This design comes from an exercise in tuning for a short achievable clock period and few clock cycles per item on the open sky130 flow, not from production work. At most, simulation tests tie the RTL to the original design; equivalence was not proved. Only the layout flow was run in runs 4 to 7; the RTL was not checked for function there. Power and IR drop assume default switching activity.

File: flow/design.v
`timescale 1ns / 1ps
module cache_source(
clk,
rst,
PRead_request,
PWrite_request,
PRead_ready,
PWrite_done,
PWrite_data,
PRead_data,
PAddress,
MRead_request,
MWrite_request,
MRead_ready,
MWrite_done,
MWrite_data,
MRead_data,
MAddress
);
input clk;
input rst;
input PRead_request;
input PWrite_request;
input [7:0] PWrite_data;
input [7:0] PAddress;
output [7:0] PRead_data;
output PRead_ready;
output PWrite_done;
input MRead_ready;
input MWrite_done;
input [31:0] MRead_data;
output [7:0] MAddress;
output MRead_request;
output MWrite_request;
output [7:0] MWrite_data;
reg [31:0] blocks[7:0];
reg [2:0] tags[7:0];
reg [7:0] valid;
wire [2:0] p_tag = PAddress[7:5];
wire [2:0] p_block_select = PAddress[4:2];
wire [1:0] p_byte_in_block = PAddress[1:0];
wire cache_hit = valid[p_block_select] & (tags[p_block_select] == p_tag);
wire fill = PRead_request & MRead_ready;
wire write_hit = PWrite_request & MWrite_done & cache_hit;
always @(posedge clk) begin
    if (rst)
        valid <= 8'h00;
    else if (fill)
        valid[p_block_select] <= 1'b1;
end
always @(posedge clk) begin
    if (fill) begin
        blocks[p_block_select] <= MRead_data;
        tags[p_block_select] <= p_tag;
    end else if (write_hit) begin
        case (p_byte_in_block)
        2'd0: blocks[p_block_select][7:0]   <= PWrite_data;
        2'd1: blocks[p_block_select][15:8]  <= PWrite_data;
        2'd2: blocks[p_block_select][23:16] <= PWrite_data;
        2'd3: blocks[p_block_select][31:24] <= PWrite_data;
        endcase
    end
end
wire [31:0] line = MRead_ready ? MRead_data : blocks[p_block_select];
assign PRead_ready = PRead_request & (cache_hit | MRead_ready);
assign PWrite_done = PWrite_request & MWrite_done;
assign MRead_request = PRead_request & ~cache_hit;
assign MWrite_request = PWrite_request;
assign MWrite_data = PWrite_data;
assign MAddress = {PAddress[7:2], PAddress[1:0] & {2{PWrite_request}}};
assign PRead_data = (p_byte_in_block == 2'd0) ? line[7:0]:
                    (p_byte_in_block == 2'd1) ? line[15:8]:
                    (p_byte_in_block == 2'd2) ? line[23:16]:
                                                line[31:24];
endmodule
File: flow/run.sh
#!/bin/bash
# synth_recipe.tcl (not shown) runs the flow's synth.tcl, then flattens the netlist and writes it again
# the make line also repeats each setting of config.mk as NAME=value (left out here)
make -C /OpenROAD-flow-scripts/flow DESIGN_CONFIG=/design/flow/config.mk WORK_HOME=/design/flow/orfs CLKGATE_MAP_FILE= SYNTH_SCRIPT=/design/flow/synth_recipe.tcl finish
File: flow/config.mk
export PLATFORM = sky130hd
export DESIGN_NAME = cache_source
export DESIGN_NICKNAME = cache_source
export VERILOG_FILES = /design/flow/design.v
export SDC_FILE = /design/flow/constraint.sdc
export NUM_CORES = 4
export LEC_CHECK = 0
export CAP_MARGIN = 20
export CORE_MARGIN = 2
export CORE_UTILIZATION = 40
export SLEW_MARGIN = 20
File: flow/constraint.sdc
create_clock -name core_clock -period 5.0 [get_ports {clk}]
set_input_delay 1.0000 -clock core_clock [delete_from_list [all_inputs] [get_ports {clk}]]
set_output_delay 1.0000 -clock core_clock [all_outputs]
set_load 0.01 [all_outputs]
==> results.sh, run 1 <==
export IMPL_drc=0
export IMPL_post_route_util=0.487
export IMPL_synth_avg_cell_area_um2=15.1
export IMPL_syn2layout_area_growth_pct=19.6
export IMPL_nNetsFinal=987
export IMPL_ir_worst_vdd_mv=0.224
export IMPL_ys_warn_count=1
export IMPL_dpl_hpwl_um=25200
export IMPL_finalHoldViolCount=0
export IMPL_p_leak_nw=4.97
export IMPL_antenna_left=0
export IMPL_cts_resized=0
export IMPL_drtPass1Iterations=7
export IMPL_preCtsSetupSlack_ps=441
export IMPL_fin_tns_setup_ps=0
export IMPL_synthSimpleGateAreaFrac=0.0598
export IMPL_fp_dieW_um=180
export IMPL_post_cts_buffers=0
export IMPL_io_pins=82
export IMPL_drt_iter0_markers=972
export IMPL_worst_pin_slew_ps=1070
export IMPL_dieArea_um2=32600
export IMPL_rows=64
export IMPL_maxCapViolCount=0
export IMPL_synth_nets=880
export IMPL_port_buffers=81
export IMPL_overflow=0
export IMPL_grt_start_max_net_pins=34
export IMPL_syn_inst=823
export IMPL_cts_buffer_depth=3
export IMPL_timing_fmax_ghz=0.216
export IMPL_power_per_cell_area_nw_per_um2=368
export IMPL_final_cells=1348
export IMPL_synth_xor_area_share=0.000704
export IMPL_swShare=0.228
export IMPL_post_route_min_period_ps=4640
export IMPL_cts_root_buffer="clkbuf_16"
export IMPL_n_fill_cell=2667
export IMPL_hold_buffers=0
export IMPL_htreeDepth=1
export IMPL_vias_per_cell=5.88
export IMPL_wirelength_um=36200
export IMPL_start_kind="input pin"
export IMPL_ys_top_cells_by_area="edfxtp_1 (68%), mux2_2 (5.3%), mux2i_1 (3.2%)"
export IMPL_critPathCaptureType="primary output"
export IMPL_placed_area_um2=13900
export IMPL_crit_arrival_ps=3640
export IMPL_synth_edf_count=280
export IMPL_die_h_um=180
export IMPL_cpPeakStageDelay_ps=560
export IMPL_p_sw_mw=1.25
export IMPL_placed_cells=1293
export IMPL_total_power_mw=5.48
export IMPL_min_period_over_period=0.927
export IMPL_clock_skew_ps=19.7
export IMPL_worstSetupPathType="input pin to primary output"
export IMPL_antenna_cells=0
export IMPL_grt_pass1_vias=7873
export IMPL_cts_sinks=288
export IMPL_hp_class="flop to flop"
export IMPL_drive_gt1_frac=0.200
export IMPL_slew_violations=0
export IMPL_worstPathCellList="buf_2, buf_12, mux4_2, o21ai_0, o2bb2ai_1, o32a_1, o311ai_0, clkdlybuf4s50_1"
export IMPL_setup_viol=0
export IMPL_setup_slack_ps=364
export IMPL_p_int_mw=4.23
export IMPL_grt_first_pass_wirelength_um=52800
export IMPL_async_reset_ff_frac=0
export IMPL_cp_max_fo=27
export IMPL_synth_top_family_by_area="multiplexers"
export IMPL_cts_made_buffers=31
export IMPL_cp_data_required_time_ps=4000
export IMPL_synth_fa_ha_area_frac=0.00302
export IMPL_coreArea_um2=30600
export IMPL_cts_clk_slew_worst_paths_ps=60
export IMPL_clock_latency_ps=570
export IMPL_synthMuxAreaShare=0.114
export IMPL_synth_top_area_cell="edfxtp_1"
export IMPL_ys_flop_type="edfxtp_1"
export IMPL_grt_setup_unrepaired="false"
export IMPL_status="finished clean"
export IMPL_antenna_found_initial=0
export IMPL_yosys_area_top_type_share=0.675
export IMPL_p_seq_frac=0.494
export IMPL_synth_compound_area_frac=0.102
export IMPL_cts_tree="built"
export IMPL_clkPwrFrac=0.416
export IMPL_combPwrFrac=0.090
export IMPL_track_usage=0.219
export IMPL_gp_congestion=0.878
export IMPL_max_slew_margin=0.287
export IMPL_vias=7925
export IMPL_start_util=0.407
export IMPL_routedWlPerCell_um=26.9
export IMPL_final_area_um2=14900
export IMPL_synth_seq_cells=288
export IMPL_holdWs_ps=472
export IMPL_worst_path_max_delay_cell="clkdlybuf4s50_1"
export IMPL_synth_cell_type_count=59
export IMPL_syn_area_um2=12400
export IMPL_synth_seq_area_share=0.688
[critical path: cells and delay by family]
family / cells / cell delay (ps)
buffers and inverters: 3 / 1050
AO/OA/AOI/OAI: 4 / 1020
multiplexers: 1 / 530
[logic make-up after synthesis]
group / count (synthesis)
flops: 288
simple gates: 162
xor+xnor: 1
mux: 116
buf+inv: 75
compound gates: 178
fa+ha+maj: 3
[Yosys cell counts, drive strengths merged, types with 7 or more instances]
cell,n
edfxtp,280
nor2,85
mux2,62
buf,47
a21oi,45
mux2i,40
nand2,24
o21ai,24
clkbuf,22
a221oi,17
a22oi,15
mux4,14
a221o,11
and2,9
nor3,9
a22o,8
a31oi,8
dfxtp,8
nor2b,8
o221ai,7
o22ai,7
[placed cells by master, fill, tap and decap left out, types with 9 or more instances in the layout]
| master | n |
|---|---|
| mux4_2 | 14 |
| clkbuf_16 | 31 |
| nor3_1 | 9 |
| a221oi_1 | 17 |
| clkinv_1 | 10 |
| and2_1 | 9 |
| buf_4 | 59 |
| nor2_1 | 85 |
| mux2i_1 | 40 |
| a22oi_1 | 14 |
| a21oi_1 | 45 |
| clkdlybuf4s50_1 | 78 |
| nand2_1 | 24 |
| mux2_2 | 59 |
| o21ai_0 | 24 |
| a221o_1 | 11 |
| edfxtp_1 | 280 |
[worst paths after layout]
kind / from / to / slack, ps / depth (start not counted)
max: PAddress[3] / PRead_data[0] / 360 / 8
max reg2reg: tags[7][2]$_DFFE_PP_ / blocks[6][28]$_DFFE_PP_ / 2080 / 7
min: valid[5]$_SDFFE_PP0P_ / valid[5]$_SDFFE_PP0P_ / 470 / 2
min reg2reg: valid[5]$_SDFFE_PP0P_ / valid[5]$_SDFFE_PP0P_ / 470 / 2
[flip-flops by register name, summed over array words and instances, names as in the netlist]
| name | cells |
|---|---|
| valid | 8 |
| tags | 24 |
| blocks | 256 |
[per-layer routing]
metal  vias up  global-route usage  share of wire
li1       3454                   -              -
met1      3995               0.311           0.42
met2       406               0.344           0.46
met3        70              0.0394          0.090
met4         0              0.0671          0.029
met5         -                   0              0
[power groups by stage]
stage / registers [mW] / clock network (mW) / logic (mW)
after floorplan: 2.75 / 0 / 0.254
after global placement: 2.76 / 0 / 0.483
after detailed placement: 2.76 / 0 / 0.486
after CTS: 2.71 / 2.30 / 0.488
after global routing: 2.71 / 2.39 / 0.520
final: 2.71 / 2.28 / 0.493
[final cells by class]
cell class,count,area [µm²],share of cell area
clock buffer,32,779,0.0523
clock inverter,23,221,0.0149
inverter,6,22.5,0.00151
multi-input combinational,460,3480,0.233
sequential,288,8570,0.575
tap,396,495,0.0333
timing repair buffer,143,1330,0.0892
Testbench counts, summed over its fixed seeds: cycles 63,741, items 24,000.
==> inputs of run 2 (changes only) <==
--- a/flow/config.mk
+++ b/flow/config.mk
@@ -5,7 +5,10 @@
 export SDC_FILE = /design/flow/constraint.sdc
 export NUM_CORES = 4
 export LEC_CHECK = 0
+export ABC_CLOCK_PERIOD_IN_PS = 1000
 export CAP_MARGIN = 20
 export CORE_MARGIN = 2
 export CORE_UTILIZATION = 40
+export SETUP_SLACK_MARGIN = 3
 export SLEW_MARGIN = 20
+export TNS_END_PERCENT = 100
==> run 2 against run 1 <==
Net effect: sequential share of layout area decreased by 9.1 points; flip-flop and latch count did not move; largest power group unchanged; still clean on timing, DRC and antenna; sequential power about the same; highest routed layer unchanged; clock power barely moved; area after synthesis is the same; critical path type unchanged; worst hold slack worse by 1.2 ps; clock skew shrank 1.3 ps.
==> results.sh, run 2 <==
export IMPL_syn_area_um2=12400
export IMPL_critPathCaptureType="primary output"
export IMPL_setup_slack_ps=1200
export IMPL_port_buffers=81
export IMPL_cts_root_buffer="clkbuf_16"
export IMPL_vias=8613
export IMPL_start_util=0.407
export IMPL_dieArea_um2=32600
export IMPL_synth_seq_area_share=0.688
export IMPL_post_route_min_period_ps=3800
export IMPL_p_int_mw=4.43
export IMPL_largest_registers="blocks x256, tags x24, valid x8"
export IMPL_reg2reg_slack_ps=2450
export IMPL_synth_most_common_cell="edfxtp_1"
export IMPL_min_from="valid[1]$_SDFFE_PP0P_"
export IMPL_regArea_um2=8570
export IMPL_routedWlPerCell_um=28.0
export IMPL_crit_arrival_ps=2800
export IMPL_async_reset_ff_frac=0
export IMPL_holdPathStages=2
export IMPL_ir_worst_vdd_mv=0.262
export IMPL_r2r_worst_path_cells=9
export IMPL_min_period_over_period=0.761
export IMPL_synth_cell_type_count=59
export IMPL_top_register="blocks"
export IMPL_hold_end="valid[1]$_SDFFE_PP0P_"
export IMPL_start_kind="input pin"
export IMPL_grt_start_max_net_pins=19
export IMPL_worst_pin_slew_ps=459
export IMPL_final_cell_mix="edfxtp_1 (280), buf_4 (93), buf_12 (51)"
export IMPL_overflow=0
export IMPL_setup_viol=0
export IMPL_multiInputGateArea_um2=4520
export IMPL_drtPass1Iterations=5
export IMPL_fp_dieW_um=180
export IMPL_cts_sinks=288
export IMPL_status="finished clean"
export IMPL_ys_top_cells_by_area="edfxtp_1 (68%), mux2_2 (5.3%), mux2i_1 (3.2%)"
export IMPL_slew_violations=0
export IMPL_cts_buffer_depth=3
export IMPL_antenna_left=0
export IMPL_p_sw_mw=1.29
export IMPL_p_seq_frac=0.474
export IMPL_dpl_hpwl_um=24900
export IMPL_cts_tree="built"
export IMPL_r2r_end="blocks[3][4]$_DFFE_PP_"
export IMPL_largest_reg_flops=256
export IMPL_total_power_mw=5.72
export IMPL_htreeDepth=1
export IMPL_preCtsSetupSlack_ps=419
export IMPL_track_usage=0.243
export IMPL_synth_common_cells="edfxtp_1 (280), nor2_1 (85), mux2_2 (59)"
export IMPL_p_leak_nw=6.17
export IMPL_finalHoldViolCount=0
export IMPL_drt_iter0_markers=904
export IMPL_maxCapViolCount=0
export IMPL_ys_warn_count=1
export IMPL_grt_pass1_vias=8487
export IMPL_drive_gt1_frac=0.447
export IMPL_clock_skew_ps=18.4
export IMPL_hp_class="flop to flop"
export IMPL_grt_setup_unrepaired="true"
export IMPL_timing_rr_start="tags[5][2]$_DFFE_PP_"
export IMPL_cts_clk_slew_worst_paths_ps=60
export IMPL_layout_commonest_cell="edfxtp_1"
export IMPL_swShare=0.226
export IMPL_cp_data_required_time_ps=4000
export IMPL_synth_edf_count=280
export IMPL_n_fill_cell=2318
export IMPL_antenna_found_initial=0
export IMPL_wirelength_um=40600
export IMPL_synth_nets=880
export IMPL_syn_inst=823
export IMPL_syn2layout_area_growth_pct=42.1
export IMPL_worstSetupPathType="input pin to primary output"
export IMPL_io_pins=82
export IMPL_timing_fmax_ghz=0.263
export IMPL_combPwrFrac=0.128
export IMPL_cp_max_fo=8
export IMPL_clock_latency_ps=560
export IMPL_antenna_cells=0
export IMPL_nNetsFinal=1090
export IMPL_vias_per_cell=5.94
export IMPL_die_h_um=180
export IMPL_grt_first_pass_wirelength_um=57900
export IMPL_coreArea_um2=30600
export IMPL_gp_congestion=0.855
export IMPL_drc=0
export IMPL_fin_tns_setup_ps=0
export IMPL_power_per_cell_area_nw_per_um2=323
export IMPL_synth_seq_cells=288
export IMPL_clkPwrFrac=0.398
export IMPL_ys_flop_type="edfxtp_1"
export IMPL_cts_made_buffers=30
export IMPL_synth_avg_cell_area_um2=15.1
export IMPL_yosys_area_top_type_share=0.675
export IMPL_rows=64
export IMPL_max_slew_margin=0.691
export IMPL_synth_top_area_cell="edfxtp_1"
==> run 2: cell count changes in the layout (fill, tap and decap cells not counted), moves of 34 or more <==
cell / delta
buf_4: +34
mux2_4: +37
nor2_4: +41
buf_12: +46
clkdlybuf4s50_1: -44
nor2_1: -47
buf_6: +39
mux2_2: -34
==> run 2: layout make-up <==
cell class | instances | share of cell area
sequential | 288 | 0.485
multi-input combinational | 460 | 0.255
timing repair buffer | 247 | 0.174
clock buffer | 36 | 0.0449
tap | 396 | 0.0280
clock inverter | 18 | 0.0121
inverter | 6 | 0.00149
==> run 2: per-layer routing <==
metal | track usage | wire [µm]
met3 | 0.0390 | 3090
met1 | 0.335 | 16600
met2 | 0.386 | 19300
met5 | 0 | 0
met4 | 0.0974 | 1640
==> run 2: how the worst max path moves through the flow <==
stage                      startpoint             to  slack (ps)  cells past startpoint
after floorplan           PAddress[2]  PRead_data[1]        1320                      9
final                     PAddress[2]  PRead_data[6]        1200                     10
after detailed placement  PAddress[3]  PRead_data[5]         420                      9
after global routing      PAddress[2]  PRead_data[6]        1150                     10
after global placement    PAddress[3]  PRead_data[5]         410                      9
after CTS                 PAddress[2]  PRead_data[1]        1190                      9
==> run 2: worst max-delay path: stages <==
cell and delay (ps):
buf_16 140, buf_6 130, mux4_2 510, nor2_2 110, nor3_1 60, a21oi_2 180
o32ai_2 120, buf_4 170, a211o_1 230, buf_2 140
==> run 2: what timing repair did <==
action | 4_1_cts | 5_1_grt
resized for setup | 390 | 36
setup buffers | 84 | 16
setup endpoints to repair | 572 | 548
hold buffers | 0 | 0
cloned | 9 | 2
pin swaps | 64 | 36
endpoints found under the hold margin | 0 | 0
==> run 2: cell families (layout without fill, tap and decap cells) <==
kind of cell,count (synthesis),in the layout,synth area share
AOI/OAI and AO/OA,178,178,0.102
xor gates and xnor gates,1,1,0.000704
adders and majority gates,3,3,0.00302
buffers and inverters,75,307,0.0325
DFF,288,288,0.688
muxes,116,116,0.114
and+or+nand+nor,162,162,0.0598
==> run 2: power groups by stage <==
| stage | Combinational [mW] | Sequential (mW) | Clock [mW] |
|---|---|---|---|
| 2_1_floorplan | 0.317 | 2.75 | 0 |
| 3_3_place_gp | 0.530 | 2.76 | 0 |
| 3_5_place_dp | 0.532 | 2.76 | 0 |
| 4_1_cts | 0.688 | 2.71 | 2.30 |
| 5_1_grt | 0.760 | 2.71 | 2.39 |
| 6_report | 0.732 | 2.71 | 2.28 |
==> run 2: through the flow <==
| step | std cells | utilization | hold WS [ps] | cell area, µm² |
|---|---|---|---|---|
| floorplan | 823 | - | 431 | 13300 |
| global placement | 1286 | 0.471 | 450 | 14400 |
| detailed placement | 1286 | 0.471 | 458 | 14400 |
| CTS | 1433 | 0.566 | 473 | 17300 |
| global route | 1451 | 0.578 | 492 | 17700 |
| finish | 1451 | 0.578 | 471 | 17700 |
==> inputs of run 3 (changes only) <==
--- a/flow/config.mk
+++ b/flow/config.mk
@@ -8,7 +8,8 @@
 export ABC_CLOCK_PERIOD_IN_PS = 1000
 export CAP_MARGIN = 20
 export CORE_MARGIN = 2
-export CORE_UTILIZATION = 40
+export CORE_UTILIZATION = 60
+export PLACE_DENSITY = 0.8
 export SETUP_SLACK_MARGIN = 3
 export SLEW_MARGIN = 20
 export TNS_END_PERCENT = 100
==> run 3 against run 2 <==
Net effect: still clean; combinational power rose by 2%; core utilization is 28 points higher; critical path depth unchanged; fmax decreased by 6.5%; synthesized cell count is the same; largest cell class unchanged.
==> results.sh, run 3 <==
export IMPL_crit_arrival_ps=3070
export IMPL_cts_made_buffers=29
export IMPL_vias_per_cell=7.29
export IMPL_cts_buffer_depth=3
export IMPL_final_cells=1312
export IMPL_start_util=0.613
export IMPL_die_h_um=148
export IMPL_nNetsFinal=1076
export IMPL_syn2layout_area_growth_pct=39.7
export IMPL_r2r_end="blocks[6][25]$_DFFE_PP_"
export IMPL_drt_iter0_markers=1485
export IMPL_layout_commonest_cell="edfxtp_1"
export IMPL_placed_cells=1150
export IMPL_routedWlPerCell_um=35.5
export IMPL_synth_seq_area_share=0.688
export IMPL_drc=0
export IMPL_grt_setup_unrepaired="true"
export IMPL_largest_reg_flops=256
export IMPL_slew_violations=0
export IMPL_clock_skew_ps=30.8
export IMPL_cts_clk_slew_worst_paths_ps=70
export IMPL_min_period_over_period=0.814
export IMPL_antenna_left=0
export IMPL_r2r_worst_path_cells=8
export IMPL_worstSetupPathType="input pin to primary output"
export IMPL_antenna_found_initial=3
export IMPL_maxCapViolCount=0
export IMPL_start_kind="input pin"
export IMPL_fin_tns_setup_ps=0
export IMPL_grt_first_pass_wirelength_um=64000
export IMPL_dpl_hpwl_um=23800
export IMPL_cp_data_required_time_ps=4000
export IMPL_synth_nets=880
export IMPL_dieArea_um2=21900
export IMPL_hold_buffers=0
export IMPL_coreArea_um2=20300
export IMPL_timing_fmax_ghz=0.246
export IMPL_track_usage=0.409
export IMPL_worst_pin_slew_ps=754
export IMPL_overflow=0
export IMPL_cts_root_buffer="clkbuf_16"
export IMPL_port_buffers=81
export IMPL_syn_area_um2=12400
export IMPL_cts_sinks=288
export IMPL_timing_rr_start="tags[0][2]$_DFFE_PP_"
export IMPL_rows=52
export IMPL_synth_cell_type_count=59
export IMPL_p_leak_nw=6.06
export IMPL_cp_max_fo=12
export IMPL_max_slew_margin=0.496
export IMPL_final_area_um2=17400
export IMPL_grt_start_max_net_pins=34
export IMPL_ir_worst_vdd_mv=0.458
export IMPL_synth_edf_count=280
export IMPL_synth_common_cells="edfxtp_1 (280), nor2_1 (85), mux2_2 (59)"
export IMPL_largest_registers="blocks x256, tags x24, valid x8"
export IMPL_top_register="blocks"
export IMPL_drtPass1Iterations=5
export IMPL_ys_warn_count=1
export IMPL_power_per_cell_area_nw_per_um2=333
export IMPL_synth_avg_cell_area_um2=15.1
export IMPL_gp_congestion=0.934
export IMPL_setup_viol=0
export IMPL_async_reset_ff_frac=0
export IMPL_critPathCaptureType="primary output"
export IMPL_post_route_min_period_ps=4070
export IMPL_drive_gt1_frac=0.449
export IMPL_startpoint="PAddress[4]"
export IMPL_synth_seq_cells=288
export IMPL_placed_area_um2=14200
export IMPL_holdWs_ps=513
export IMPL_status="finished clean"
export IMPL_synth_top_area_cell="edfxtp_1"
export IMPL_io_pins=82
export IMPL_clock_latency_ps=570
export IMPL_synth_most_common_cell="edfxtp_1"
export IMPL_final_cell_mix="edfxtp_1 (280), buf_4 (68), buf_12 (54)"
export IMPL_cts_tree="built"
export IMPL_n_fill_cell=804
export IMPL_total_power_mw=5.79
export IMPL_ys_flop_type="edfxtp_1"
export IMPL_reg2reg_slack_ps=2320
export IMPL_syn_inst=823
export IMPL_crit_path_end="PRead_data[2]"
export IMPL_vias=9564
export IMPL_hp_class="flop to flop"
export IMPL_grt_pass1_vias=9627
export IMPL_finalHoldViolCount=0
export IMPL_htreeDepth=1
export IMPL_wirelength_um=46600
export IMPL_yosys_area_top_type_share=0.675
export IMPL_ys_top_cells_by_area="edfxtp_1 (68%), mux2_2 (5.3%), mux2i_1 (3.2%)"
export IMPL_fp_dieW_um=148
-- run 3: changes by cell type in the layout (fill, tap and decap cells not counted), sizes merged --
| cell | change |
|---|---|
| buf | -12 |
| clkbuf | -5 |
| bufinv | +1 |
| clkinvlp | +2 |
| clkdlybuf4s15 | -1 |
| inv | +1 |
| diode | +2 |
| clkinv | -2 |
| nor2 | +1 |
-- run 3: how the worst min path moves through the flow --
stage               depth (start not counted)                   from                    end
global route                                2  valid[1]$_SDFFE_PP0P_  valid[1]$_SDFFE_PP0P_
finish                                      2  valid[1]$_SDFFE_PP0P_  valid[1]$_SDFFE_PP0P_
global placement                            2  valid[2]$_SDFFE_PP0P_  valid[2]$_SDFFE_PP0P_
CTS                                         2  valid[7]$_SDFFE_PP0P_  valid[7]$_SDFFE_PP0P_
detailed placement                          2  valid[7]$_SDFFE_PP0P_  valid[7]$_SDFFE_PP0P_
floorplan                                   2  valid[1]$_SDFFE_PP0P_  valid[1]$_SDFFE_PP0P_
-- run 3: repair_timing --
action,4_1_cts,5_1_grt
hold endpoints to repair,0,0
gates resized for setup,391,39
pin swaps,76,48
endpoints found under the setup margin,572,551
cloned,7,1
setup buffers,95,5
-- run 3: cells by family after synthesis --
kind of cell               Yosys count  share of synthesized area
DFF                                288                      0.688
buffers and inverters               75                     0.0325
AOI/OAI and AO/OA                  178                      0.102
adders and majority gates            3                    0.00302
xor gates and xnor gates             1                   0.000704
and+or+nand+nor                    162                     0.0598
muxes                              116                      0.114
-- run 3: layer usage --
| metal | GRT usage | vias to the layer above | routed length [µm] |
|---|---|---|---|
| li1 | - | 3647 | - |
| met1 | 0.507 | 4660 | 15200 |
| met2 | 0.634 | 966 | 20900 |
| met3 | 0.128 | 289 | 6770 |
| met4 | 0.253 | 2 | 3740 |
| met5 | 0 | - | 13 |
-- run 3: cell type report --
class / count / area (µm²) / share of cell area
diodes: 2 / 5.00 / 0.000288
clock buffers: 32 / 737 / 0.0424
clock inverters: 20 / 258 / 0.0148
inverters: 6 / 26.3 / 0.00151
multi-input cells: 461 / 4510 / 0.259
flip-flops and latches: 288 / 8570 / 0.493
well taps: 270 / 338 / 0.0194
repair buffers: 233 / 2950 / 0.170
-- run 3: worst max-delay path, cell delays in order --
cell      delay (ps)
buf_16           150
buf_8            160
and2_4           170
buf_4            190
a221oi_2         450
o22ai_1          140
nand2_1           90
a21oi_1          120
or3_4            430
buf_6            130
-- run 3: through the flow --
step / setup WS, ps / util
global placement: 363 / 0.698
floorplan: 1320 / -
finish: 932 / 0.857
CTS: 1200 / 0.845
detailed placement: 349 / 0.698
global route: 964 / 0.856
-- run 3: where the power goes --
part           internal (mW)  leakage [nW]  total [mW]  switching [mW]
combinational          0.335          2.98       0.747           0.412
sequential              2.70          2.59        2.71          0.0178
clock                   1.37         0.483        2.33           0.960
==> inputs of run 4 (changes only) <==
==> flow/design.v (replaced) <==
`timescale 1ns / 1ps
module cache_source(
clk,
rst,
PRead_request,
PWrite_request,
PRead_ready,
PWrite_done,
PWrite_data,
PRead_data,
PAddress,
MRead_request,
MWrite_request,
MRead_ready,
MWrite_done,
MWrite_data,
MRead_data,
MAddress
);
input clk;
input rst;
input PRead_request;
input PWrite_request;
input [7:0] PWrite_data;
input [7:0] PAddress;
output [7:0] PRead_data;
output PRead_ready;
output PWrite_done;
input MRead_ready;
input MWrite_done;
input [31:0] MRead_data;
output [7:0] MAddress;
output MRead_request;
output MWrite_request;
output [7:0] MWrite_data;
reg [31:0] blocks[7:0];
reg [2:0] tags[7:0];
reg [7:0] valid;
reg rd_pend;
reg [1:0] rd_byte;
reg wr_hit;
wire [2:0] p_tag = PAddress[7:5];
wire [2:0] p_block_select = PAddress[4:2];
wire [1:0] p_byte_in_block = PAddress[1:0];
wire cache_hit = valid[p_block_select] & (tags[p_block_select] == p_tag);
wire fill = rd_pend & MRead_ready;
always @(posedge clk) begin
    if (rst) begin
        valid <= 8'h00;
        rd_pend <= 1'b0;
        wr_hit <= 1'b0;
    end else begin
        if (fill)
            valid[p_block_select] <= 1'b1;
        rd_pend <= PRead_request & ~cache_hit & ~fill;
        wr_hit <= PWrite_request & cache_hit & ~MWrite_done;
    end
    rd_byte <= p_byte_in_block;
end
always @(posedge clk) begin
    if (fill) begin
        blocks[p_block_select] <= MRead_data;
        tags[p_block_select] <= p_tag;
    end else if (wr_hit & MWrite_done) begin
        case (p_byte_in_block)
        2'd0: blocks[p_block_select][7:0]   <= PWrite_data;
        2'd1: blocks[p_block_select][15:8]  <= PWrite_data;
        2'd2: blocks[p_block_select][23:16] <= PWrite_data;
        2'd3: blocks[p_block_select][31:24] <= PWrite_data;
        endcase
    end
end
wire [31:0] cline = blocks[p_block_select];
wire [7:0] cbyte = (p_byte_in_block == 2'd0) ? cline[7:0]:
                   (p_byte_in_block == 2'd1) ? cline[15:8]:
                   (p_byte_in_block == 2'd2) ? cline[23:16]:
                                               cline[31:24];
wire [7:0] mbyte = (rd_byte == 2'd0) ? MRead_data[7:0]:
                   (rd_byte == 2'd1) ? MRead_data[15:8]:
                   (rd_byte == 2'd2) ? MRead_data[23:16]:
                                       MRead_data[31:24];
assign PRead_ready = PRead_request & (cache_hit | fill);
assign PWrite_done = PWrite_request & MWrite_done;
assign MRead_request = PRead_request & ~cache_hit;
assign MWrite_request = PWrite_request;
assign MWrite_data = PWrite_data;
assign MAddress = {PAddress[7:2], PAddress[1:0] & {2{PWrite_request}}};
assign PRead_data = rd_pend ? mbyte : cbyte;
endmodule
--- a/flow/config.mk
+++ b/flow/config.mk
@@ -8,8 +8,7 @@
 export ABC_CLOCK_PERIOD_IN_PS = 1000
 export CAP_MARGIN = 20
 export CORE_MARGIN = 2
-export CORE_UTILIZATION = 60
-export PLACE_DENSITY = 0.8
+export CORE_UTILIZATION = 40
 export SETUP_SLACK_MARGIN = 3
 export SLEW_MARGIN = 20
 export TNS_END_PERCENT = 100
==> run 4 against run 3 <==
Net effect: clock-buffer cell count increased by 10; non-clock buffer count grew 26; final cell count rose by 9.5%; highest routed layer is now met4; via count down 11%; combinational power fell by 8.0%.
==> results.sh, run 4 <==
export IMPL_status="finished clean"
export IMPL_vias=8556
export IMPL_fin_tns_setup_ps=0
export IMPL_vias_per_cell=5.95
export IMPL_r2r_worst_path_cells=9
export IMPL_final_cell_mix="edfxtp_1 (280), buf_4 (95), buf_12 (57)"
export IMPL_antenna_left=0
export IMPL_synth_seq_area_share=0.696
export IMPL_cts_tree="built"
export IMPL_gp_congestion=0.880
export IMPL_regArea_um2=8650
export IMPL_ys_top_cells_by_area="edfxtp_1 (68%), mux4_2 (4.5%), mux2_2 (4.4%)"
export IMPL_die_h_um=180
export IMPL_drt_iter0_markers=962
export IMPL_worst_pin_slew_ps=646
export IMPL_post_route_min_period_ps=3870
export IMPL_port_buffers=81
export IMPL_max_slew_margin=0.570
export IMPL_hp_class="flop to flop"
export IMPL_grt_setup_unrepaired="true"
export IMPL_start_kind="input pin"
export IMPL_synth_seq_cells=292
export IMPL_grt_pass1_vias=8764
export IMPL_io_pins=82
export IMPL_routedWlPerCell_um=28.7
export IMPL_slew_violations=0
export IMPL_cts_buffer_depth=3
export IMPL_power_per_cell_area_nw_per_um2=315
export IMPL_largest_reg_flops=256
export IMPL_cts_sinks=292
export IMPL_cp_max_fo=5
export IMPL_clock_skew_ps=11.5
export IMPL_synth_nets=842
export IMPL_syn_area_um2=12400
export IMPL_ir_worst_vdd_mv=0.211
export IMPL_reg2reg_slack_ps=2840
export IMPL_yosys_area_top_type_share=0.677
export IMPL_finalHoldViolCount=0
export IMPL_cts_clk_slew_worst_paths_ps=60
export IMPL_cts_made_buffers=31
export IMPL_synth_edf_count=280
export IMPL_min_period_over_period=0.773
export IMPL_drc=0
export IMPL_ys_flop_type="edfxtp_1"
export IMPL_coreArea_um2=30600
export IMPL_largest_registers="blocks x256, tags x24, valid x8"
export IMPL_multiInputGateArea_um2=4510
export IMPL_synth_top_area_cell="edfxtp_1"
export IMPL_wirelength_um=41200
export IMPL_layout_commonest_cell="edfxtp_1"
export IMPL_total_power_mw=5.61
export IMPL_synth_cell_type_count=63
export IMPL_maxCapViolCount=0
export IMPL_cts_root_buffer="clkbuf_16"
export IMPL_async_reset_ff_frac=0
export IMPL_setup_slack_ps=1130
export IMPL_htreeDepth=1
export IMPL_rows=64
export IMPL_critPathCaptureType="primary output"
export IMPL_cp_data_required_time_ps=4000
export IMPL_nNetsFinal=1076
export IMPL_syn2layout_area_growth_pct=43.7
export IMPL_p_leak_nw=6.17
export IMPL_preCtsSetupSlack_ps=350
export IMPL_fp_dieW_um=180
export IMPL_synth_avg_cell_area_um2=15.8
export IMPL_ys_warn_count=1
export IMPL_timing_fmax_ghz=0.259
export IMPL_clock_latency_ps=560
export IMPL_start_util=0.406
export IMPL_synth_most_common_cell="edfxtp_1"
export IMPL_drtPass1Iterations=5
export IMPL_setup_viol=0
export IMPL_holdWs_ps=468
export IMPL_dpl_hpwl_um=24700
export IMPL_drive_gt1_frac=0.465
export IMPL_overflow=0
export IMPL_top_register="blocks"
export IMPL_grt_start_max_net_pins=27
export IMPL_worstSetupPathType="input pin to primary output"
export IMPL_synth_common_cells="edfxtp_1 (280), nor2_1 (86), mux2_2 (48)"
export IMPL_holdPathStages=2
export IMPL_syn_inst=785
export IMPL_track_usage=0.250
export IMPL_dieArea_um2=32500
export IMPL_antenna_found_initial=1
export IMPL_grt_first_pass_wirelength_um=59300
export IMPL_post_route_util=0.583
export IMPL_n_fill_cell=2256
export IMPL_crit_arrival_ps=2870
run 4: power breakdown:
| part | internal [mW] | switching (mW) |
|---|---|---|
| logic | 0.324 | 0.363 |
| clock network | 1.29 | 0.931 |
| registers | 2.70 | 0.00816 |
run 4: worst max-delay path, cell delays in order:
cell and delay (ps):
buf_12 120, buf_16 140, buf_16 100, buf_4 190, buf_4 150, mux2i_1 180, a22oi_1 100, a32oi_2 230
o22ai_1 140, o31a_1 340, buf_2 180
run 4: kinds of logic after synthesis:
group	after synthesis	synth area share
AO/OA/AOI/OAI	144	0.0815
XOR/XNOR	5	0.00353
adder cells (fa/ha/maj)	3	0.00302
buffers and inverters	64	0.0310
flip-flops	292	0.696
multiplexers	118	0.129
AND/OR/NAND/NOR	159	0.0551
run 4: worst paths after layout:
kind                                end             startpoint
setup / recovery          PRead_data[2]            PAddress[4]
hold / removal    valid[3]$_SDFFE_PP0P_  valid[3]$_SDFFE_PP0P_
setup reg to reg      wr_hit$_SDFF_PP0_   tags[0][2]$_DFFE_PP_
hold reg to reg   valid[3]$_SDFFE_PP0P_  valid[3]$_SDFFE_PP0P_
run 4: timing repair:
action	in CTS	in global routing
setup endpoints to repair	564	496
pin swaps	75	24
resized for setup	350	52
gates cloned	9	0
endpoints found under the hold margin	0	0
setup buffers	111	29
hold buffers	0	0
run 4: layout make-up:
| cell class | count | area share |
|---|---|---|
| well taps | 396 | 0.0278 |
| inverters | 6 | 0.00196 |
| diodes | 1 | 0.000140 |
| clock buffers | 42 | 0.0458 |
| repair buffers | 259 | 0.179 |
| clock inverters | 12 | 0.00806 |
| multi-input cells | 429 | 0.252 |
| flip-flops and latches | 292 | 0.485 |
run 4: stage by stage:
step / cell area [µm²] / instances
4_1_cts: 17400 / 1407
6_report: 17800 / 1437
2_1_floorplan: 13400 / 785
5_1_grt: 17800 / 1437
3_3_place_gp: 14300 / 1233
3_5_place_dp: 14300 / 1233
run 4: metal layers:
| layer | track usage | up-vias | part of all wire |
|---|---|---|---|
| li1 | - | 3575 | - |
| met1 | 0.336 | 4326 | 0.39 |
| met2 | 0.393 | 535 | 0.46 |
| met3 | 0.0651 | 120 | 0.11 |
| met4 | 0.0948 | 0 | 0.042 |
| met5 | 0 | - | 0 |
==> inputs of run 5 (changes only) <==
==> flow/design.v (replaced) <==
`timescale 1ns / 1ps
module cache_source(
clk,
rst,
PRead_request,
PWrite_request,
PRead_ready,
PWrite_done,
PWrite_data,
PRead_data,
PAddress,
MRead_request,
MWrite_request,
MRead_ready,
MWrite_done,
MWrite_data,
MRead_data,
MAddress
);
input clk;
input rst;
input PRead_request;
input PWrite_request;
input [7:0] PWrite_data;
input [7:0] PAddress;
output [7:0] PRead_data;
output PRead_ready;
output PWrite_done;
input MRead_ready;
input MWrite_done;
input [31:0] MRead_data;
output [7:0] MAddress;
output MRead_request;
output MWrite_request;
output [7:0] MWrite_data;
reg [31:0] blocks[7:0];
reg [2:0] tags[7:0];
reg [7:0] valid;
reg mrq, mwq, prr, pwd;
reg [7:0] prd, maddr, mwdata;
reg wr_hit;
wire [2:0] p_tag = PAddress[7:5];
wire [2:0] p_block_select = PAddress[4:2];
wire [1:0] p_byte_in_block = PAddress[1:0];
wire cache_hit = valid[p_block_select] & (tags[p_block_select] == p_tag);
wire idle = ~(mrq | mwq | prr | pwd);
wire fill = mrq & MRead_ready;
wire wdone = mwq & MWrite_done;
always @(posedge clk) begin
    if (rst) begin
        valid <= 8'h00;
        mrq <= 1'b0;
        mwq <= 1'b0;
        prr <= 1'b0;
        pwd <= 1'b0;
    end else begin
        if (fill)
            valid[p_block_select] <= 1'b1;
        mrq <= mrq ? ~MRead_ready : idle & PRead_request & ~cache_hit;
        mwq <= mwq ? ~MWrite_done : idle & PWrite_request;
        prr <= fill | (idle & PRead_request & cache_hit);
        pwd <= wdone;
    end
    wr_hit <= PWrite_request & cache_hit;
    maddr <= {PAddress[7:2], PAddress[1:0] & {2{PWrite_request}}};
    mwdata <= PWrite_data;
end
always @(posedge clk) begin
    if (fill) begin
        blocks[p_block_select] <= MRead_data;
        tags[p_block_select] <= p_tag;
    end else if (wdone & wr_hit) begin
        case (p_byte_in_block)
        2'd0: blocks[p_block_select][7:0]   <= PWrite_data;
        2'd1: blocks[p_block_select][15:8]  <= PWrite_data;
        2'd2: blocks[p_block_select][23:16] <= PWrite_data;
        2'd3: blocks[p_block_select][31:24] <= PWrite_data;
        endcase
    end
end
wire [31:0] line = mrq ? MRead_data : blocks[p_block_select];
always @(posedge clk)
    prd <= (p_byte_in_block == 2'd0) ? line[7:0]:
           (p_byte_in_block == 2'd1) ? line[15:8]:
           (p_byte_in_block == 2'd2) ? line[23:16]:
                                       line[31:24];
assign PRead_ready = prr;
assign PWrite_done = pwd;
assign MRead_request = mrq;
assign MWrite_request = mwq;
assign MWrite_data = mwdata;
assign MAddress = maddr;
assign PRead_data = prd;
endmodule
==> run 5 against run 4 <==
Net effect: sequential power up 8.9%; worst hold slack worse by 3.8 ps; still clean; total power up 9.3%; fmax up 66%; clock power up 13%; design area down 0.20%; synthesized cell count up 4.2%; clock-buffer cell count up 5; highest routed layer unchanged; non-clock buffer count down 50; wire length up 5.2%; core utilization down 1.9 points.
==> results.sh, run 5 <==
export IMPL_worstPathCellList="buf_16, buf_16, mux4_2, mux4_2, nand2_2, a21oi_2, a311o_1"
export IMPL_r2r_worst_path_cells=6
export IMPL_ys_flop_type="edfxtp_1"
export IMPL_htreeDepth=2
export IMPL_ys_top_cells_by_area="edfxtp_1 (65%), dfxtp_1 (5.8%), mux2_2 (4.7%)"
export IMPL_antenna_left=0
export IMPL_power_per_cell_area_nw_per_um2=345
export IMPL_hold_buffers=0
export IMPL_syn_area_um2=12800
export IMPL_async_reset_ff_frac=0
export IMPL_synth_edf_count=280
export IMPL_maxCapViolCount=0
export IMPL_drc=0
export IMPL_post_route_util=0.564
export IMPL_status="finished clean"
export IMPL_clock_latency_ps=530
export IMPL_fp_dieW_um=183
export IMPL_reg2reg_slack_ps=3010
export IMPL_nNetsFinal=1070
export IMPL_drive_gt1_frac=0.411
export IMPL_hp_class="flop to flop"
export IMPL_min_from="valid[5]$_SDFFE_PP0P_"
export IMPL_synth_avg_cell_area_um2=15.7
export IMPL_cts_clk_slew_worst_paths_ps=60
export IMPL_grt_first_pass_wirelength_um=60800
export IMPL_grt_start_max_net_pins=28
export IMPL_overflow=0
export IMPL_track_usage=0.255
export IMPL_syn_inst=818
export IMPL_fin_tns_setup_ps=0
export IMPL_start_kind="input pin"
export IMPL_port_buffers=81
export IMPL_post_route_min_period_ps=2330
export IMPL_synth_nets=875
export IMPL_start_util=0.407
export IMPL_largest_reg_flops=256
export IMPL_min_period_over_period=0.465
export IMPL_cts_sinks=317
export IMPL_crit_family="multiplexers"
export IMPL_cp_data_required_time_ps=5410
export IMPL_synth_most_common_cell="edfxtp_1"
export IMPL_holdPathStages=2
export IMPL_setup_viol=0
export IMPL_crit_buf_inv=2
export IMPL_synth_top_area_cell="edfxtp_1"
export IMPL_gp_congestion=0.886
export IMPL_p_leak_nw=6.10
export IMPL_antenna_cells=0
export IMPL_timing_rr_start="mrq$_SDFF_PP0_"
export IMPL_rows=65
export IMPL_drtPass1Iterations=6
export IMPL_synth_common_cells="edfxtp_1 (280), nor2_1 (80), mux2_2 (54)"
export IMPL_synth_seq_area_share=0.712
export IMPL_synth_cell_type_count=52
export IMPL_yosys_area_top_type_share=0.655
export IMPL_final_cell_mix="edfxtp_1 (280), buf_4 (69), clkdlybuf4s50_1 (46)"
export IMPL_multiInputGateArea_um2=4450
export IMPL_dpl_hpwl_um=25700
export IMPL_timing_fmax_ghz=0.430
export IMPL_grt_setup_unrepaired="true"
export IMPL_vias=8760
export IMPL_n_fill_cell=2412
export IMPL_slew_violations=0
export IMPL_cts_buffer_depth=3
export IMPL_max_slew_margin=0.509
export IMPL_startpoint="PAddress[3]"
export IMPL_io_pins=82
export IMPL_cts_made_buffers=34
export IMPL_worst_pin_slew_ps=730
export IMPL_antenna_found_initial=0
export IMPL_cts_tree="built"
export IMPL_layout_commonest_cell="edfxtp_1"
export IMPL_worstSetupPathType="input pin to flop"
export IMPL_worst_path_max_delay_cell="mux4_2"
export IMPL_die_h_um=183
export IMPL_drt_iter0_markers=1024
export IMPL_ir_worst_vdd_mv=0.216
export IMPL_hold_end="valid[5]$_SDFFE_PP0P_"
export IMPL_ys_warn_count=1
export IMPL_cts_root_buffer="clkbuf_16"
export IMPL_coreArea_um2=31600
export IMPL_top_register="blocks"
export IMPL_crit_arrival_ps=2740
export IMPL_cp_max_fo=6
export IMPL_regArea_um2=9170
export IMPL_critPathCaptureType="flop"
export IMPL_total_power_mw=6.14
export IMPL_syn2layout_area_growth_pct=38.7
export IMPL_holdWs_ps=464
export IMPL_r2r_end="blocks[1][28]$_DFFE_PP_"
export IMPL_routedWlPerCell_um=30.1
export IMPL_vias_per_cell=6.08
export IMPL_largest_registers="blocks x256, tags x24"
export IMPL_cpPeakStageDelay_ps=560
export IMPL_grt_pass1_vias=8537
export IMPL_finalHoldViolCount=0
export IMPL_synth_seq_cells=317
export IMPL_dieArea_um2=33600
export IMPL_clock_skew_ps=33.5
export IMPL_wirelength_um=43300
-- run 5: worst min-delay path: stages, from the launching register on --
cell     delay (ps)
dfxtp_1         320
a21oi_1          40
nor2_1           70
-- run 5: what timing repair did --
item | in CTS | in global routing
pin swaps | 43 | 27
setup buffers | 78 | 21
gates resized for setup | 213 | 46
gates cloned | 11 | 2
setup endpoints to repair | 583 | 293
endpoints found under the hold margin | 0 | 0
-- run 5: area by class of cell --
type / instances / share of cell area
clock inverters: 14 / 0.00780
multi-input cells: 439 / 0.250
inverters: 12 / 0.00302
clock buffers: 47 / 0.0534
flip-flops and latches: 317 / 0.515
repair buffers: 209 / 0.143
well taps: 402 / 0.0282
-- run 5: kinds of logic (layout without fill, tap and decap cells) --
| family | after synthesis | in the layout | synth area share |
|---|---|---|---|
| multiplexers | 110 | 110 | 0.111 |
| AO/OA/AOI/OAI | 169 | 169 | 0.0961 |
| adder cells (fa/ha/maj) | 3 | 3 | 0.00292 |
| XOR/XNOR | 4 | 4 | 0.00273 |
| flip-flops | 317 | 317 | 0.712 |
| buffers and inverters | 63 | 282 | 0.0238 |
| AND/OR/NAND/NOR | 152 | 153 | 0.0509 |
-- run 5: metal layers --
metal / global-route usage / wire length, µm / vias to the layer above
li1: - / - / 3643
met1: 0.355 / 17700 / 4483
met5: 0 / 0 / -
met4: 0.0973 / 1730 / 0
met3: 0.0455 / 3850 / 98
met2: 0.402 / 20100 / 536
-- run 5: through the flow --
step / cells / area (µm²) / setup slack [ps]
after floorplan: 818 / 13900 / 2460
after global placement: 1267 / 14800 / 1430
after global routing: 1440 / 17800 / 2650
after CTS: 1417 / 17300 / 2710
after detailed placement: 1267 / 14800 / 1400
final: 1440 / 17800 / 2670
-- run 5: worst max path at each step --
stage                              end  slack (ps)  cells past startpoint
6_report                prd[1]$_DFF_P_        2670                      7
5_1_grt                 prd[1]$_DFF_P_        2650                      7
4_1_cts                 prd[1]$_DFF_P_        2710                      7
3_5_place_dp   blocks[5][26]$_DFFE_PP_        1400                      4
3_3_place_gp   blocks[1][31]$_DFFE_PP_        1430                      4
2_1_floorplan           prd[1]$_DFF_P_        2460                      6
-- run 5: report_power, final --
part / internal, mW / leakage, nW / switching (mW)
Sequential: 2.92 / 2.83 / 0.0178
Combinational: 0.310 / 2.74 / 0.394
Clock: 1.48 / 0.531 / 1.01
==> inputs of run 6 (changes only) <==
==> flow/design.v (replaced) <==
`timescale 1ns / 1ps
module cache_source(
clk,
rst,
PRead_request,
PWrite_request,
PRead_ready,
PWrite_done,
PWrite_data,
PRead_data,
PAddress,
MRead_request,
MWrite_request,
MRead_ready,
MWrite_done,
MWrite_data,
MRead_data,
MAddress
);
input clk;
input rst;
input PRead_request;
input PWrite_request;
input [7:0] PWrite_data;
input [7:0] PAddress;
output [7:0] PRead_data;
output PRead_ready;
output PWrite_done;
input MRead_ready;
input MWrite_done;
input [31:0] MRead_data;
output [7:0] MAddress;
output MRead_request;
output MWrite_request;
output [7:0] MWrite_data;
reg [31:0] blocks[7:0];
reg [2:0] tags[7:0];
reg [7:0] valid;
reg mrq, mwq, prr, pwd;
reg [7:0] prd, maddr, mwdata;
reg [7:0] line_q;    
reg [31:0] wbyte_q;  
reg [1:0] byte_q;
wire [2:0] p_tag = PAddress[7:5];
wire [2:0] p_block_select = PAddress[4:2];
wire [1:0] p_byte_in_block = PAddress[1:0];
wire idle = ~(mrq | mwq | prr | pwd);
wire cache_hit = valid[p_block_select] & (tags[p_block_select] == p_tag);
always @(posedge clk) begin
    if (rst) begin
        valid <= 8'h00;
        mrq <= 1'b0;
        mwq <= 1'b0;
        prr <= 1'b0;
        pwd <= 1'b0;
    end else begin
        if (mrq & MRead_ready)
            valid <= valid | line_q;
        mrq <= mrq ? ~MRead_ready : idle & PRead_request & ~cache_hit;
        mwq <= mwq ? ~MWrite_done : idle & PWrite_request;
        prr <= (mrq & MRead_ready) | (idle & PRead_request & cache_hit);
        pwd <= mwq & MWrite_done;
    end
    line_q <= 8'd1 << p_block_select;
    wbyte_q <= {32{PWrite_request & cache_hit}} & (32'd1 << PAddress[4:0]);
    byte_q <= p_byte_in_block;
    maddr <= {PAddress[7:2], PAddress[1:0] & {2{PWrite_request}}};
    mwdata <= PWrite_data;
end
genvar i, b;
generate for (i = 0; i < 8; i = i + 1) begin : ln
    always @(posedge clk)
        if (mrq & MRead_ready & line_q[i])
            tags[i] <= maddr[7:5];
    for (b = 0; b < 4; b = b + 1) begin : by
        always @(posedge clk)
            if (mrq & MRead_ready & line_q[i])
                blocks[i][8*b+7:8*b] <= MRead_data[8*b+7:8*b];
            else if (mwq & MWrite_done & wbyte_q[4*i+b])
                blocks[i][8*b+7:8*b] <= mwdata;
    end
end endgenerate
wire [7:0] mbyte = MRead_data[8*byte_q +: 8];
wire [31:0] cline = blocks[p_block_select];
wire [7:0] cbyte = cline[8*p_byte_in_block +: 8];
always @(posedge clk)
    prd <= mrq ? mbyte : cbyte;
assign PRead_ready = prr;
assign PWrite_done = pwd;
assign MRead_request = mrq;
assign MWrite_request = mwq;
assign MWrite_data = mwdata;
assign MAddress = maddr;
assign PRead_data = prd;
endmodule
==> run 6 against run 5 <==
Net effect: worst hold slack lost 1.7 ps; flip-flop and latch count grew 41; critical path type unchanged; fmax grew 7.5%; wire length grew 42%; total power grew 12%; synthesized cell count grew 52%.
==> results.sh, run 6 <==
export IMPL_status="finished clean"
export IMPL_track_usage=0.292
export IMPL_synth_seq_cells=358
export IMPL_final_area_um2=21000
export IMPL_total_power_mw=6.88
export IMPL_nNetsFinal=1414
export IMPL_crit_arrival_ps=2610
export IMPL_yosys_area_top_type_share=0.517
export IMPL_grt_setup_unrepaired="true"
export IMPL_ys_warn_count=3
export IMPL_vias=12100
export IMPL_setup_viol=0
export IMPL_final_cell_mix="edfxtp_1 (280), a21o_1 (256), buf_4 (72)"
export IMPL_async_reset_ff_frac=0
export IMPL_hold_end="valid[6]$_SDFFE_PP0P_"
export IMPL_hp_class="flop to flop"
export IMPL_synth_edf_count=280
export IMPL_top_register="blocks"
export IMPL_setup_slack_ps=2840
export IMPL_antenna_found_initial=1
export IMPL_cts_clk_slew_worst_paths_ps=60
export IMPL_wirelength_um=61300
export IMPL_post_route_util=0.525
export IMPL_rows=73
export IMPL_drt_iter0_markers=1694
export IMPL_drc=0
export IMPL_timing_fmax_ghz=0.462
export IMPL_regArea_um2=10000
export IMPL_cts_tree="built"
export IMPL_port_buffers=81
export IMPL_cts_sinks=358
export IMPL_cts_root_buffer="clkbuf_16"
export IMPL_htreeDepth=2
export IMPL_cts_buffer_depth=3
export IMPL_routedWlPerCell_um=32.0
export IMPL_antenna_left=0
export IMPL_synth_seq_area_share=0.613
export IMPL_final_cells=1914
export IMPL_finalHoldViolCount=0
export IMPL_placed_area_um2=17800
export IMPL_ys_top_cells_by_area="edfxtp_1 (52%), a21o_1 (13%), dfxtp_1 (9.6%)"
export IMPL_start_kind="input pin"
export IMPL_largest_reg_flops=256
export IMPL_synth_top_area_cell="edfxtp_1"
export IMPL_fin_tns_setup_ps=0
export IMPL_synth_most_common_cell="a21o_1"
export IMPL_synth_avg_cell_area_um2=13.1
export IMPL_ys_flop_type="edfxtp_1"
export IMPL_min_from="valid[6]$_SDFFE_PP0P_"
export IMPL_r2r_end="blocks[5][30]$_DFFE_PP_"
export IMPL_holdWs_ps=463
export IMPL_grt_first_pass_wirelength_um=86400
export IMPL_placed_cells=1747
export IMPL_reg2reg_slack_ps=3060
export IMPL_overflow=0
export IMPL_start_util=0.407
export IMPL_gp_congestion=0.913
export IMPL_min_period_over_period=0.433
export IMPL_clock_latency_ps=560
export IMPL_synth_nets=1297
export IMPL_maxCapViolCount=0
export IMPL_vias_per_cell=6.34
export IMPL_worst_pin_slew_ps=739
export IMPL_dpl_hpwl_um=35800
export IMPL_fp_dieW_um=206
export IMPL_critPathCaptureType="flop"
export IMPL_timing_rr_start="mrq$_SDFF_PP0_"
export IMPL_hold_buffers=0
export IMPL_coreArea_um2=39900
export IMPL_slew_violations=0
export IMPL_p_leak_nw=8.69
export IMPL_io_pins=82
export IMPL_synth_cell_type_count=60
export IMPL_cp_data_required_time_ps=5450
export IMPL_ir_worst_vdd_mv=0.258
export IMPL_cp_max_fo=17
export IMPL_holdPathStages=2
export IMPL_preCtsSetupSlack_ps=1350
export IMPL_synth_common_cells="a21o_1 (288), edfxtp_1 (280), dfxtp_1 (78)"
export IMPL_dieArea_um2=42300
export IMPL_syn_area_um2=16300
export IMPL_layout_commonest_cell="edfxtp_1"
export IMPL_drive_gt1_frac=0.297
export IMPL_largest_registers="blocks x256, wbyte_q x32, tags x24"
export IMPL_multiInputGateArea_um2=6530
export IMPL_r2r_worst_path_cells=5
export IMPL_max_slew_margin=0.508
export IMPL_syn_inst=1243
export IMPL_power_per_cell_area_nw_per_um2=328
export IMPL_drtPass1Iterations=6
export IMPL_n_fill_cell=3303
export IMPL_die_h_um=206
export IMPL_cts_made_buffers=38
export IMPL_antenna_cells=0
export IMPL_syn2layout_area_growth_pct=29.0
export IMPL_clock_skew_ps=30.9
export IMPL_grt_pass1_vias=11800
export IMPL_grt_start_max_net_pins=36
export IMPL_post_route_min_period_ps=2160
export IMPL_worstSetupPathType="input pin to flop"
==> run 6: changes by cell type in the layout (fill, tap and decap cells not counted), sizes merged, moves of 33 or more <==
cell | previous run | this run
a21o | 0 | 288
nor2 | 80 | 26
nor2b | 8 | 73
nor3 | 3 | 36
mux2 | 64 | 26
dfxtp | 37 | 78
==> run 6: how the worst max path moves through the flow <==
stage,to,start,slack (ps)
2_1_floorplan,wbyte_q[30]$_DFF_P_,PAddress[2],2540
4_1_cts,wbyte_q[3]$_DFF_P_,PAddress[4],2810
3_5_place_dp,mrq$_SDFF_PP0_,PAddress[2],1350
3_3_place_gp,prd[0]$_DFF_P_,PAddress[4],1420
6_report,wbyte_q[11]$_DFF_P_,PAddress[2],2840
5_1_grt,mrq$_SDFF_PP0_,PAddress[2],2800
==> run 6: critical path: stages <==
cell     delay, ps
buf_16         130
mux2_4         320
a32oi_4        240
o31ai_4        140
xnor2_4        250
nand4_4        140
buf_12         180
nor3_1         200
==> run 6: cell type report <==
cell class / count / share of cell area
sequential: 358 / 0.478
multi-input combinational: 745 / 0.311
timing repair buffer: 203 / 0.119
clock buffer: 51 / 0.0496
tap: 525 / 0.0313
clock inverter: 18 / 0.00758
inverter: 14 / 0.00286
==> run 6: logic make-up (layout without fill, tap and decap cells) <==
logic type / Yosys count / count (layout) / synth area share
mux: 82 / 82 / 0.0714
simple gates: 210 / 216 / 0.0698
compound gates: 444 / 444 / 0.205
flops: 358 / 358 / 0.613
xor+xnor: 3 / 3 / 0.00162
buf+inv: 146 / 286 / 0.0392
==> run 6: where the power goes <==
part	internal [mW]	switching, mW	total, mW
clock	1.57	1.21	2.79
sequential	3.25	0.0246	3.28
combinational	0.371	0.447	0.818
==> run 6: timing repair <==
action | CTS | global route
cloned | 20 | 2
setup endpoints to repair | 619 | 306
gates resized for setup | 308 | 46
pin swaps | 46 | 36
setup buffers | 51 | 25
==> run 6: per-layer routing <==
layer	wire length, µm	share of wire	track usage
met1	24500	0.40	0.402
met2	27000	0.44	0.435
met5	0	0	0
met3	6790	0.11	0.0686
met4	3120	0.051	0.138
==> inputs of run 7 (changes only) <==
--- a/flow/design.v
+++ b/flow/design.v
@@ -45,7 +45,13 @@
 wire [2:0] p_block_select = PAddress[4:2];
 wire [1:0] p_byte_in_block = PAddress[1:0];
 wire idle = ~(mrq | mwq | prr | pwd);
-wire cache_hit = valid[p_block_select] & (tags[p_block_select] == p_tag);
+wire [7:0] line_dec = 8'd1 << p_block_select;
+wire [7:0] match;
+genvar g;
+generate for (g = 0; g < 8; g = g + 1) begin : m
+    assign match[g] = valid[g] & (tags[g] == p_tag);
+end endgenerate
+wire cache_hit = |(match & line_dec);
 always @(posedge clk) begin
     if (rst) begin
         valid <= 8'h00;
@@ -81,8 +87,14 @@
     end
 end endgenerate
 wire [7:0] mbyte = MRead_data[8*byte_q +: 8];
-wire [31:0] cline = blocks[p_block_select];
-wire [7:0] cbyte = cline[8*p_byte_in_block +: 8];
+wire [31:0] byte_dec = 32'd1 << PAddress[4:0];
+reg [7:0] cbyte;
+integer k;
+always @* begin
+    cbyte = 8'h00;
+    for (k = 0; k < 32; k = k + 1)
+        cbyte = cbyte | ({8{byte_dec[k]}} & blocks[k/4][8*(k%4) +: 8]);
+end
 always @(posedge clk)
     prd <= mrq ? mbyte : cbyte;
 assign PRead_ready = prr;
==> run 7 against run 6 <==
Net effect: register-to-register slack worse by 140 ps; fmax down 1.8%; core utilization is 0.24 points higher; critical path type unchanged; total power up 3.3%; clock-buffer cell count rose by 4; global-route usage increased by 1.4 points; still clean on timing, DRC and antenna.
==> results.sh, run 7 <==
export IMPL_ys_top_cells_by_area="edfxtp_1 (51%), a21o_1 (13%), dfxtp_1 (9.5%)"
export IMPL_n_fill_cell=3426
export IMPL_dieArea_um2=42900
export IMPL_min_from="valid[5]$_SDFFE_PP0P_"
export IMPL_htreeDepth=2
export IMPL_cts_made_buffers=40
export IMPL_port_buffers=81
export IMPL_ir_worst_vdd_mv=0.252
export IMPL_r2r_worst_path_cells=4
export IMPL_largest_registers="blocks x256, wbyte_q x32, tags x24"
export IMPL_ys_flop_type="edfxtp_1"
export IMPL_routedWlPerCell_um=33.5
export IMPL_start_kind="input pin"
export IMPL_synth_common_cells="a21o_1 (288), edfxtp_1 (280), dfxtp_1 (78)"
export IMPL_slew_violations=0
export IMPL_critPathCaptureType="flop"
export IMPL_synth_nets=1373
export IMPL_start_util=0.405
export IMPL_maxCapViolCount=0
export IMPL_clock_latency_ps=590
export IMPL_syn_inst=1319
export IMPL_synth_edf_count=280
export IMPL_grt_start_max_net_pins=44
export IMPL_coreArea_um2=40700
export IMPL_nNetsFinal=1517
export IMPL_antenna_cells=0
export IMPL_power_per_cell_area_nw_per_um2=331
export IMPL_final_cell_mix="edfxtp_1 (280), a21o_1 (256), buf_4 (102)"
export IMPL_overflow=0
export IMPL_ys_warn_count=3
export IMPL_synth_avg_cell_area_um2=12.5
export IMPL_hold_buffers=0
export IMPL_layout_commonest_cell="edfxtp_1"
export IMPL_largest_reg_flops=256
export IMPL_cpPeakStageDelay_ps=430
export IMPL_rows=74
export IMPL_cp_data_required_time_ps=5500
export IMPL_yosys_area_top_type_share=0.510
export IMPL_drc=0
export IMPL_timing_rr_start="mrq$_SDFF_PP0_"
export IMPL_hp_class="flop to flop"
export IMPL_max_slew_margin=0.360
export IMPL_antenna_found_initial=1
export IMPL_cts_sinks=358
export IMPL_synth_cell_type_count=68
export IMPL_drive_gt1_frac=0.292
export IMPL_min_period_over_period=0.441
export IMPL_grt_first_pass_wirelength_um=93800
export IMPL_status="finished clean"
export IMPL_post_route_min_period_ps=2200
export IMPL_vias_per_cell=6.50
export IMPL_die_h_um=207
export IMPL_top_register="blocks"
export IMPL_cts_buffer_depth=3
export IMPL_synth_seq_cells=358
export IMPL_timing_fmax_ghz=0.454
export IMPL_cts_clk_slew_worst_paths_ps=60
export IMPL_synth_most_common_cell="a21o_1"
export IMPL_grt_pass1_vias=12700
export IMPL_startpoint="PAddress[3]"
export IMPL_async_reset_ff_frac=0
export IMPL_crit_arrival_ps=2710
export IMPL_wirelength_um=67900
export IMPL_syn2layout_area_growth_pct=30.3
export IMPL_io_pins=82
export IMPL_setup_viol=0
export IMPL_cts_tree="built"
export IMPL_p_leak_nw=8.69
export IMPL_preCtsSetupSlack_ps=1170
export IMPL_drtPass1Iterations=6
export IMPL_finalHoldViolCount=0
export IMPL_gp_congestion=0.916
export IMPL_worst_path_max_delay_cell="or3b_4"
export IMPL_fp_dieW_um=207
export IMPL_track_usage=0.306
export IMPL_synth_top_area_cell="edfxtp_1"
export IMPL_worstSetupPathType="input pin to flop"
export IMPL_dpl_hpwl_um=39300
export IMPL_holdPathStages=2
export IMPL_fin_tns_setup_ps=0
export IMPL_cts_root_buffer="clkbuf_16"
export IMPL_syn_area_um2=16500
export IMPL_vias=13200
export IMPL_worst_pin_slew_ps=959
export IMPL_setup_slack_ps=2800
export IMPL_cp_max_fo=8
export IMPL_drt_iter0_markers=2129
export IMPL_clock_skew_ps=23.7
export IMPL_antenna_left=0
export IMPL_worstPathCellList="buf_16, or3b_4, buf_12, nor4_4, a22oi_2, buf_4, a41o_4, nor3_2"
export IMPL_grt_setup_unrepaired="true"
export IMPL_synth_seq_area_share=0.604
==> run 7: cell type report <==
class / instances / area, µm² / share of cell area
Sequential cell: 358 / 10000 / 0.467
Tap cell: 532 / 666 / 0.0310
Clock buffer: 55 / 1140 / 0.0530
Clock inverter: 18 / 171 / 0.00798
Inverter: 11 / 81.3 / 0.00378
Multi-Input combinational cell: 814 / 6600 / 0.307
Timing Repair Buffer: 238 / 2790 / 0.130
==> run 7: path summary, 6_finish.rpt <==
kind / to / slack, ps
worst min-delay path: valid[5]$_SDFFE_PP0P_ / 470
worst min register to register: valid[5]$_SDFFE_PP0P_ / 470
worst max-delay path: wbyte_q[31]$_DFF_P_ / 2800
worst max register to register: blocks[5][5]$_DFFE_PP_ / 2920
==> run 7: cells by family after synthesis <==
family | Yosys count | synth area share
simple gates | 340 | 0.126
flops | 358 | 0.604
buf+inv | 151 | 0.0391
compound gates | 412 | 0.190
mux | 34 | 0.0277
xor+xnor | 24 | 0.0127
==> run 7: metal layers <==
metal  vias up  GRT usage  wire length, µm
li1       5333          -                -
met1      6523      0.402            25100
met2      1069      0.445            28600
met3       247      0.103             9510
met4         0      0.171             4580
met5         -          0                0
==> run 7: report_power, final <==
| group | internal, mW | leakage, nW | switching, mW | total [mW] |
|---|---|---|---|---|
| clock | 1.75 | 0.639 | 1.26 | 3.02 |
| sequential | 3.26 | 3.17 | 0.0356 | 3.29 |
| combinational | 0.354 | 4.89 | 0.445 | 0.799 |
==> run 7: what timing repair did <==
item                                    in CTS  in global routing
setup buffers                               75                 39
endpoints found under the setup margin     612                259
cloned                                       8                  6
resized for setup                          321                 55
pin swaps                                   20                 14
hold endpoints to repair                     0                  0
==> run 7: critical path: cells and delay by family <==
kind | cells | cell delay (ps)
simple gates | 3 | 780
compound gates | 2 | 480
buf+inv | 3 | 430
==> run 7: per-stage QoR <==
step | hold slack, ps | util | cell area [µm²] | instances | power, mW
after CTS | 474 | 0.511 | 20800 | 1981 | 7.03
after detailed placement | 460 | 0.441 | 17900 | 1825 | 3.96
after floorplan | 440 | - | 17300 | 1319 | 3.71
final | 475 | 0.528 | 21500 | 2026 | 7.11
after global placement | 451 | 0.441 | 17900 | 1825 | 3.96
after global routing | 488 | 0.528 | 21500 | 2026 | 7.26

-- what the ideal ports hide --
The flow's constraints put no driver on any port. The routed layouts listed below were extracted and timed again, unchanged, in two steps. Step 1: set_driving_cell puts a clkbuf_16 on clk and a buf_2 on each other input, an assumption about the parent block. Step 2 times the ports against the registers' clock, not the clock port: input delays grow and output delays shrink by t, the midpoint of the rising clock arrivals with the driver on. a / b / c = ideal / step 1 / step 2; a / b = the first two.
run	shift t [ns]	setup slack, ns	cell pins on the clock port's net
run 1	0.610	0.364 / 0.342 / 0.342	1
run 2	0.601	1.195 / 0.996 / 0.996	1
run 3	0.602	0.932 / 0.790 / 0.790	1
run 4	0.603	1.134 / 1.065 / 1.065	1
run 5	0.561	2.674 / 2.524 / 1.963	1
run 6	0.599	2.836 / 2.491 / 1.892	1
run 7	0.625	2.796 / 2.668 / 2.043	1
After both steps every run listed still meets setup and hold. The setup slack of run 6, which loses most, moves by -0.345 ns with the drivers and by -0.944 ns with both steps.
